Source: an optimization exercise on an open RTL-to-GDS flow (aim: small area, a short achievable clock period and few clock cycles per item). Production flows keep margins and buffers that such runs may drop.
Where RTL was checked, it was by simulation tests only, not by an equivalence proof against the original.

==> module Exponential, before the edit <==
module Exponential(input clk, rst, start, input [15:0] x,
                   output done, output [1:0] intpart, output [15:0] fracpart);
  reg        busy;
  reg [3:0]  step;
  reg [15:0] a;       
  reg [15:0] t;       
  reg [17:0] r;       
  reg        acc;     
  wire [31:0] p0, p1;
  mul16x16 mul(.a(a), .b(t), .c(1'b0), .s0(p0), .s1(p1));
  wire [31:0] p = p0 + p1;
  wire [16:0] c16 = {1'b0, p0[15:0]} + {1'b0, p1[15:0]};
  wire [17:0] c17 = {1'b0, p0[16:0]} + {1'b0, p1[16:0]};
  wire [18:0] c18 = {1'b0, p0[17:0]} + {1'b0, p1[17:0]};
  wire [19:0] c19 = {1'b0, p0[18:0]} + {1'b0, p1[18:0]};
  reg zero;
  always @(*) begin
    case (step)
      4'd0:    zero = ~(|p0[31:17]) & ~(|p1[31:17]) & ~c17[17];
      4'd3:    zero = ~(|p0[31:18]) & ~(|p1[31:18]) & ~c18[18];
      4'd10:   zero = ~(|p0[31:19]) & ~(|p1[31:19]) & ~c19[19];
      default: zero = ~(|p0[31:16]) & ~(|p1[31:16]) & ~c16[16];
    endcase
  end
  reg [15:0] q;
  always @(*) begin
    case (step)
      4'd0:    q = p[31:17];
      4'd3:    q = p[31:18];
      4'd10:   q = p[31:19];
      default: q = p[31:16];
    endcase
  end
  wire q_term = (step == 4'd0) | (step == 4'd2) | (step == 4'd3) | (step == 4'd5) |
                (step == 4'd7) | (step == 4'd9) | (step == 4'd10);
  wire last   = (step == 4'd11) | zero;
  reg [15:0] a_next;
  always @(*) begin
    case (step)
      4'd1:    a_next = 16'h5555;
      4'd4:    a_next = 16'h3333;
      4'd6:    a_next = 16'h2AAA;
      4'd8:    a_next = 16'h2492;
      default: a_next = x;
    endcase
  end
  assign {intpart, fracpart} = r;
  assign done = ~busy;
  wire        go = start & ~busy;
  wire [15:0] t0 = (x > 16'd2) ? x - 16'd2 : 16'd0;
  always @(posedge clk or posedge rst) begin
    if (rst)
      busy <= 1'b0;
    else if (go)
      busy <= 1'b1;
    else if (last)
      busy <= 1'b0;
  end
  always @(posedge clk) begin
    step <= go ? 4'd0 : step + 4'd1;
    a    <= go ? x : a_next;
    t    <= go ? t0 : q;
    acc  <= go | q_term;
    if (go)
      r <= 18'h0FFFF;
    else if (busy)
      r <= r + (acc ? {2'b00, t} : 18'd0);
  end
endmodule
clock: 9.0 ns
lec_check: 0
cap_margin: 20
core_margin: 2
core_utilization: 40
slew_margin: 20
run.sh (not shown) runs the stock make flow with config.mk's settings and CLKGATE_MAP_FILE= SYNTH_SCRIPT=/design/flow/synth_recipe.tcl, a recipe that flattens the netlist after the stock synthesis.
Testbench counts at the start, summed over its fixed seeds: cycles 3,484, items 384.
Edit:
--- a/flow/design.v
+++ b/flow/design.v
@@ -914,23 +914,10 @@
   reg [17:0] r;       
   reg        acc;     
   wire [31:0] p0, p1;
   mul16x16 mul(.a(a), .b(t), .c(1'b0), .s0(p0), .s1(p1));
   wire [31:0] p = p0 + p1;
-  wire [16:0] c16 = {1'b0, p0[15:0]} + {1'b0, p1[15:0]};
-  wire [17:0] c17 = {1'b0, p0[16:0]} + {1'b0, p1[16:0]};
-  wire [18:0] c18 = {1'b0, p0[17:0]} + {1'b0, p1[17:0]};
-  wire [19:0] c19 = {1'b0, p0[18:0]} + {1'b0, p1[18:0]};
-  reg zero;
-  always @(*) begin
-    case (step)
-      4'd0:    zero = ~(|p0[31:17]) & ~(|p1[31:17]) & ~c17[17];
-      4'd3:    zero = ~(|p0[31:18]) & ~(|p1[31:18]) & ~c18[18];
-      4'd10:   zero = ~(|p0[31:19]) & ~(|p1[31:19]) & ~c19[19];
-      default: zero = ~(|p0[31:16]) & ~(|p1[31:16]) & ~c16[16];
-    endcase
-  end
   reg [15:0] q;
   always @(*) begin
     case (step)
       4'd0:    q = p[31:17];
       4'd3:    q = p[31:18];
@@ -938,39 +925,46 @@
       default: q = p[31:16];
     endcase
   end
   wire q_term = (step == 4'd0) | (step == 4'd2) | (step == 4'd3) | (step == 4'd5) |
                 (step == 4'd7) | (step == 4'd9) | (step == 4'd10);
-  wire last   = (step == 4'd11) | zero;
+  wire last   = (step == 4'd10) | (q == 16'd0);
   reg [15:0] a_next;
   always @(*) begin
     case (step)
       4'd1:    a_next = 16'h5555;
       4'd4:    a_next = 16'h3333;
       4'd6:    a_next = 16'h2AAA;
       4'd8:    a_next = 16'h2492;
       default: a_next = x;
     endcase
   end
-  assign {intpart, fracpart} = r;
+  wire [17:0] sum = r + (acc ? {2'b00, t} : 18'd0);
+  assign {intpart, fracpart} = sum;
   assign done = ~busy;
-  wire        go = start & ~busy;
   wire [15:0] t0 = (x > 16'd2) ? x - 16'd2 : 16'd0;
   always @(posedge clk or posedge rst) begin
     if (rst)
       busy <= 1'b0;
-    else if (go)
+    else if (start & ~busy)
       busy <= 1'b1;
     else if (last)
       busy <= 1'b0;
   end
   always @(posedge clk) begin
-    step <= go ? 4'd0 : step + 4'd1;
-    a    <= go ? x : a_next;
-    t    <= go ? t0 : q;
-    acc  <= go | q_term;
-    if (go)
-      r <= 18'h0FFFF;
-    else if (busy)
-      r <= r + (acc ? {2'b00, t} : 18'd0);
+    if (start & ~busy) begin
+      step <= 4'd0;
+      a    <= x;
+      t    <= t0;
+      r    <= 18'h0FFFF;
+      acc  <= 1'b1;
+    end else begin
+      step <= step + 4'd1;
+      a    <= a_next;
+      if (busy) begin
+        t   <= q;
+        r   <= sum;
+        acc <= q_term;
+      end
+    end
   end
 endmodule
- via count increases by 8.2%
- utilization hardly moves
- routed wire length went up by 5.7%
- clock-buffer cell count grows by 2
- non-clock buffer count decreases by 4
- final area increases by 4.4%
- final cell count climbs by 4.9%
- sequential share of layout area went up by 0.91 points
- global-route usage goes down by 0.27 points
Testbench counts after the change, summed over its fixed seeds: cycles 3,466, items 384.

* * *

## run A
Exponential, a different RTL version from the one above (not shown whole).
Size: about 1300 cells after synthesis, ~38 I/O pins.
Design Exponential, start of the top module:
module Exponential(input clk, rst, start, input [15:0] x,
                   output done, output [1:0] intpart, output [15:0] fracpart);
==> module Exponential, before the edit <==
module Exponential(input clk, rst, start, input [15:0] x,
                   output done, output [1:0] intpart, output [15:0] fracpart);
  reg        busy;
  reg [3:0]  step;
  reg [7:0]  one, two, neg;    
  reg        one8;             
  reg [15:0] t;       
  reg [17:0] r;       
  reg        acc;     
  wire [31:0] p0, p1;
  mulb mul(.one(one), .two(two), .neg(neg), .one8(one8), .b(t), .s0(p0), .s1(p1));
  wire [15:0] p;
  wire        c16, c17, c18, c19;
  cpa32h cpa(.a(p0), .b(p1), .s(p), .c16(c16), .c17(c17), .c18(c18), .c19(c19));
  reg [15:0] q;
  always @(*) begin
    case (step)
      4'd0:    q = {1'b0, p[15:1]};
      4'd3:    q = {2'b0, p[15:2]};
      4'd10:   q = {3'b0, p[15:3]};
      default: q = p;
    endcase
  end
  wire q_term = (step == 4'd0) | (step == 4'd2) | (step == 4'd3) | (step == 4'd5) |
                (step == 4'd7) | (step == 4'd9) | (step == 4'd10);
  wire x15 = ~one8;                        
  wire x13 = ~one8 & ~one[7] & ~two[7];    
  reg [6:0] thr;
  always @(*) begin
    case (step)
      4'd0:    thr = x13 ? 7'd16 : x15 ? 7'd4  : 7'd2;
      4'd1:    thr = x13 ? 7'd32 : x15 ? 7'd8  : 7'd4;
      4'd2:    thr = 7'd3;
      4'd3:    thr = x13 ? 7'd32 : x15 ? 7'd8  : 7'd4;
      4'd4:    thr = x13 ? 7'd48 : x15 ? 7'd12 : 7'd6;
      4'd5:    thr = 7'd5;
      4'd6:    thr = x13 ? 7'd56 : x15 ? 7'd14 : 7'd7;
      4'd7:    thr = 7'd6;
      4'd8:    thr = x13 ? 7'd64 : x15 ? 7'd16 : 7'd8;
      4'd9:    thr = 7'd7;
      4'd10:   thr = x13 ? 7'd64 : x15 ? 7'd16 : 7'd8;
      default: thr = 7'd127;
    endcase
  end
  wire fin = (step == 4'd11) | ((t[15:7] == 9'd0) & (t[6:0] <= thr));
  wire go     = start & done;
  reg [15:0] y_next;
  always @(*) begin
    case (step)
      4'd1:    y_next = 16'h5555;
      4'd4:    y_next = 16'h3333;
      4'd6:    y_next = 16'h2AAA;
      4'd8:    y_next = 16'h2492;
      default: y_next = x;
    endcase
  end
  wire [15:0] y = go ? x : y_next;
  wire [16:0] ym = {y, 1'b0};    
  wire [7:0]  one_n, two_n, neg_n;
  genvar j;
  generate
    for (j = 0; j < 8; j = j + 1) begin : enc
      assign one_n[j] = ym[2*j+1] ^ ym[2*j];
      assign two_n[j] = (ym[2*j+2] & ~ym[2*j+1] & ~ym[2*j]) | (~ym[2*j+2] & ym[2*j+1] & ym[2*j]);
      assign neg_n[j] = ym[2*j+2];
    end
  endgenerate
  wire [17:0] rsum;
  radd ra(.r(r), .t((acc & busy) ? t : 16'd0), .s(rsum));
  wire [6:0] tlo = (acc & busy) ? t[6:0] : 7'd0;
  assign {intpart, fracpart} = r + {11'd0, tlo};
  assign done = ~busy | fin;
  wire [15:0] bw;       
  wire [15:0] xd;       
  assign bw[1] = 1'b1;
  assign xd[0] = x[0];
  generate
    for (j = 1; j < 16; j = j + 1) begin : dec
      assign xd[j] = x[j] ^ bw[j];
      if (j < 15) begin : b
        assign bw[j+1] = bw[j] & ~x[j];
      end
    end
  endgenerate
  assign bw[0] = 1'b0;
  wire [15:0] t0 = (bw[15] & ~x[15]) ? 16'd0 : xd;
  always @(posedge clk or posedge rst) begin
    if (rst)
      busy <= 1'b0;
    else if (go)
      busy <= 1'b1;
    else if (fin)
      busy <= 1'b0;
  end
  always @(posedge clk) begin
    step <= go ? 4'd0 : step + 4'd1;
    one  <= one_n;
    two  <= two_n;
    neg  <= neg_n;
    one8 <= y[15];
    t    <= go ? t0 : q;
    acc  <= go | q_term;
    r    <= go ? 18'h0FFFF : rsum;
  end
endmodule
clock: 9.0 ns
lec_check: 0
cap_margin: 20
core_margin: 2
core_utilization: 60
cts_buf_list: sky130_fd_sc_hd__clkbuf_4 sky130_fd_sc_hd__clkbuf_8
cts_cluster_size: 40
setup_slack_margin: 3.25
slew_margin: 20
Setup changes, run A to run B
--- a/flow/design.v
+++ b/flow/design.v
@@ -742,28 +742,26 @@
     endcase
   end
   wire q_term = (step == 4'd0) | (step == 4'd2) | (step == 4'd3) | (step == 4'd5) |
                 (step == 4'd7) | (step == 4'd9) | (step == 4'd10);
-  wire x15 = ~one8;                        
-  wire x13 = ~one8 & ~one[7] & ~two[7];    
-  reg [6:0] thr;
+  reg [3:0] thr;
   always @(*) begin
     case (step)
-      4'd0:    thr = x13 ? 7'd16 : x15 ? 7'd4  : 7'd2;
-      4'd1:    thr = x13 ? 7'd32 : x15 ? 7'd8  : 7'd4;
-      4'd2:    thr = 7'd3;
-      4'd3:    thr = x13 ? 7'd32 : x15 ? 7'd8  : 7'd4;
-      4'd4:    thr = x13 ? 7'd48 : x15 ? 7'd12 : 7'd6;
-      4'd5:    thr = 7'd5;
-      4'd6:    thr = x13 ? 7'd56 : x15 ? 7'd14 : 7'd7;
-      4'd7:    thr = 7'd6;
-      4'd8:    thr = x13 ? 7'd64 : x15 ? 7'd16 : 7'd8;
-      4'd9:    thr = 7'd7;
-      4'd10:   thr = x13 ? 7'd64 : x15 ? 7'd16 : 7'd8;
-      default: thr = 7'd127;
+      4'd0:    thr = 4'd2;
+      4'd1:    thr = 4'd4;
+      4'd2:    thr = 4'd3;
+      4'd3:    thr = 4'd4;
+      4'd4:    thr = 4'd6;
+      4'd5:    thr = 4'd5;
+      4'd6:    thr = 4'd7;
+      4'd7:    thr = 4'd6;
+      4'd8:    thr = 4'd8;
+      4'd9:    thr = 4'd7;
+      4'd10:   thr = 4'd8;
+      default: thr = 4'd15;
     endcase
   end
-  wire fin = (step == 4'd11) | ((t[15:7] == 9'd0) & (t[6:0] <= thr));
+  wire fin = (step == 4'd11) | ((t[15:4] == 12'd0) & (t[3:0] <= thr));
   wire go     = start & done;
   reg [15:0] y_next;
   always @(*) begin
     case (step)
@@ -786,10 +784,10 @@
     end
   endgenerate
   wire [17:0] rsum;
   radd ra(.r(r), .t((acc & busy) ? t : 16'd0), .s(rsum));
-  wire [6:0] tlo = (acc & busy) ? t[6:0] : 7'd0;
-  assign {intpart, fracpart} = r + {11'd0, tlo};
+  wire [3:0] tlo = (acc & busy) ? t[3:0] : 4'd0;
+  assign {intpart, fracpart} = r + {14'd0, tlo};
   assign done = ~busy | fin;
   wire [15:0] bw;       
   wire [15:0] xd;       
   assign bw[1] = 1'b1;
==> comparison <==
Core occupancy in the finished layout (run B over run A): decrease, 1.2 points
Initial antenna violation count in run B is 1 above run A.
Initial standard-cell utilization of the core was higher in run A than in run B.
Testbench counts of run B, summed over its fixed seeds: cycles 3,058, items 384.
The RTL of run A was laid out without a check of its function.

what the ideal ports hide:
The results above use ideal ports. As a check the final layouts listed here were re-extracted and re-timed, cells and wires unchanged.
Step 1, drivers: a clkbuf_16 drives clk and a buf_2 each remaining input, both assumed.
Step 2 also shifts input and output timing later by t, the mid clock arrival at the registers, as if the neighbouring blocks saw the same clock.
Three values: no drivers, after step 1, after step 2; two values: the first two.
run | shift t [ns] | slack for setup (ns) | hold slack, ns
the first run of note 1 | 0.338 | 2.401 / 2.401 / 2.401 | 0.467 / 0.467 / 0.467
the second run of note 1 | 0.333 | 1.726 / 1.726 / 1.726 | 0.477 / 0.477 / 0.477
run A | 0.392 | 3.483 / 3.483 / 3.284 | 0.485 / 0.485 / 0.485
run B | 0.386 | 3.518 / 3.518 / 3.518 | 0.536 / 0.536 / 0.536
After both steps setup and hold are still met in every run listed. For run A, which loses most, drivers alone change the setup slack by 0.000 ns; drivers and shift together by -0.199 ns.
